What follows belongs to an exercise in optimizing a design on an open flow for small area, a short achievable clock period and few clock cycles per item; a production flow would make more cautious choices.
Only simulation tests tie the RTL to the original design; equivalence was not proved.
Power figures rest on the tool's default switching activity, not on a simulated workload.

Setup of old:
## sha512_signer
module sha512_signer (
    input  wire         clk,
    input  wire         rst_n,
    input  wire [511:0] s_tdata,
    input  wire [63:0]  s_tkeep,
    input  wire [5:0]   s_tid,
    input  wire         s_tlast,
    input  wire         s_tvalid,
    output wire         s_tready,
    output wire [511:0] m_tdata,
    output wire [63:0]  m_tkeep,
    output wire [5:0]   m_tid,
    output wire         m_tlast,
    output wire         m_tvalid,
    input  wire         m_tready
);
localparam integer CW = 7;
localparam [511:0] IV = {64'h6a09e667f3bcc908, 64'hbb67ae8584caa73b,
                         64'h3c6ef372fe94f82b, 64'ha54ff53a5f1d36f1,
                         64'h510e527fade682d1, 64'h9b05688c2b3e6c1f,
                         64'h1f83d9abfb41bd6b, 64'h5be0cd19137e2179};
function [63:0] kconst(input [6:0] n);
    case (n)
    7'd0: kconst = 64'h428a2f98d728ae22; 7'd1: kconst = 64'h7137449123ef65cd;
    7'd2: kconst = 64'hb5c0fbcfec4d3b2f; 7'd3: kconst = 64'he9b5dba58189dbbc;
    7'd4: kconst = 64'h3956c25bf348b538; 7'd5: kconst = 64'h59f111f1b605d019;
    7'd6: kconst = 64'h923f82a4af194f9b; 7'd7: kconst = 64'hab1c5ed5da6d8118;
    7'd8: kconst = 64'hd807aa98a3030242; 7'd9: kconst = 64'h12835b0145706fbe;
  ...
For scale: ~11,000 cells after synthesis, roughly 1,200 I/O pins, ~110,000 um2 of cells after synthesis.
Settings: LEC_CHECK=0, CAP_MARGIN=40, CORE_MARGIN=2, CORE_UTILIZATION=55, SLEW_MARGIN=40, SYNTH_MEMORY_MAX_BITS=16384; clock period 11.0 ns.
standard.sh (not shown) runs the stock make flow with config.mk's settings and CLKGATE_MAP_FILE= SYNTH_SCRIPT=/design/flow/synth_recipe.tcl, a recipe that flattens the netlist after the stock synthesis.
==> flow/flow/run.sh <==
#!/bin/bash
# The standard layout, with small fast port buffers and timing repair
# aimed below the clock period (the constraints are unchanged).
export BUFFER_PORTS_ARGS="-buffer_cell sky130_fd_sc_hd__buf_2"
export SETUP_SLACK_MARGIN=6
bash standard.sh > standard.log 2>&1
Testbench counts of old, summed over its fixed seeds: cycles 73,956, beats 1,720.
Relative to old, the following input files were edited for new:
--- a/flow/design.v
+++ b/flow/design.v
@@ -187,23 +187,23 @@
 wire [63:0]  hq  = lastc ? H[7] : run ? v[6] : IV[63:0];
 wire [63:0]  dq  = lastc ? H[2] : run ? v[1] : IV[319:256];
 wire [127:0] qa  = csa(hq, w[1], (run && !lastc) ? kr : kconst(7'd0));
 wire [127:0] qb  = csa(qa[63:0], qa[127:64], dq);
 wire [63:0]  qn  = add64f(qb[63:0], qb[127:64]);
 wire [63:0]  aa = v[0], ab = v[1], ac = v[2], ad = v[3];
 wire [127:0] x1  = csa(ea, ~ad, majf(aa, ab, ac));
 wire [127:0] y1  = csa(x1[63:0], x1[127:64] | 64'd1, bsig0(aa));
 wire [63:0]  a1  = add64f(y1[63:0], y1[127:64]);
 wire [127:0] m0a = csa(ssig1(w[14]), w[9], ssig0(w[1]));
 wire [127:0] m0b = csa(m0a[63:0], m0a[127:64], w[0]);
-wire [63:0]  wn  = add64(m0b[63:0], m0b[127:64]);
+wire [63:0]  wn  = add64f(m0b[63:0], m0b[127:64]);
 wire e_step  = c <= 7'd79;                            
 wire a_step  = c <= 7'd80;                            
 wire last    = c == 7'd81;
 wire ff_e    = c >= 7'd77 && c <= 7'd80;
 wire ff_a    = c >= 7'd78;
 reg [63:0] nH [0:7];
 integer q, r;
 always @(*) begin
     for (q = 0; q < 2; q = q + 1) begin
         nH[4 * q] = add64(H[4 * q + 3], v[4 * q]);
         for (r = 1; r < 4; r = r + 1) nH[4 * q + r] = H[4 * q + r - 1];
### Flow results
new: all stages done; final checks FAILED (max-capacitance violations, max-slew violations). Higher post-route minimum period among new and old: new. Looking at new and old, the achievable frequency is a wash. Wire length of the first global-routing pass for new is lower than for old. Compared with old, in new worst setup slack moved down; count of filler cells inserted in the layout +241; share of power burned in the clock network now smaller.
Testbench counts of new, summed over its fixed seeds: cycles 73,956, beats 1,720.

==> static timing again, ports no longer ideal <==
The results above use ideal ports. As a check the final layouts listed here were re-extracted and re-timed, cells and wires unchanged. Step 1: set_driving_cell puts a clkbuf_16 on clk and a buf_2 on each other input, an assumption about the parent block. Step 2 adds t to the input delays and takes it off the output delays; t is the mean of the earliest and latest rising clock arrival at the registers after step 1. Input paths then give back, and output paths get back, about the clock's delay inside the block. a / b / c = no drivers / after step 1 / after step 2; a / b = the first two.
run | t (ns) | setup WS [ns] | worst setup path after step 2
old | 1.029 | 5.248 / 5.248 / 4.931 | input to register
new | 1.016 | 5.237 / 5.237 / 4.933 | input to register
The setup slack of old, which loses most, moves by 0.000 ns with the drivers and by -0.317 ns with both steps.
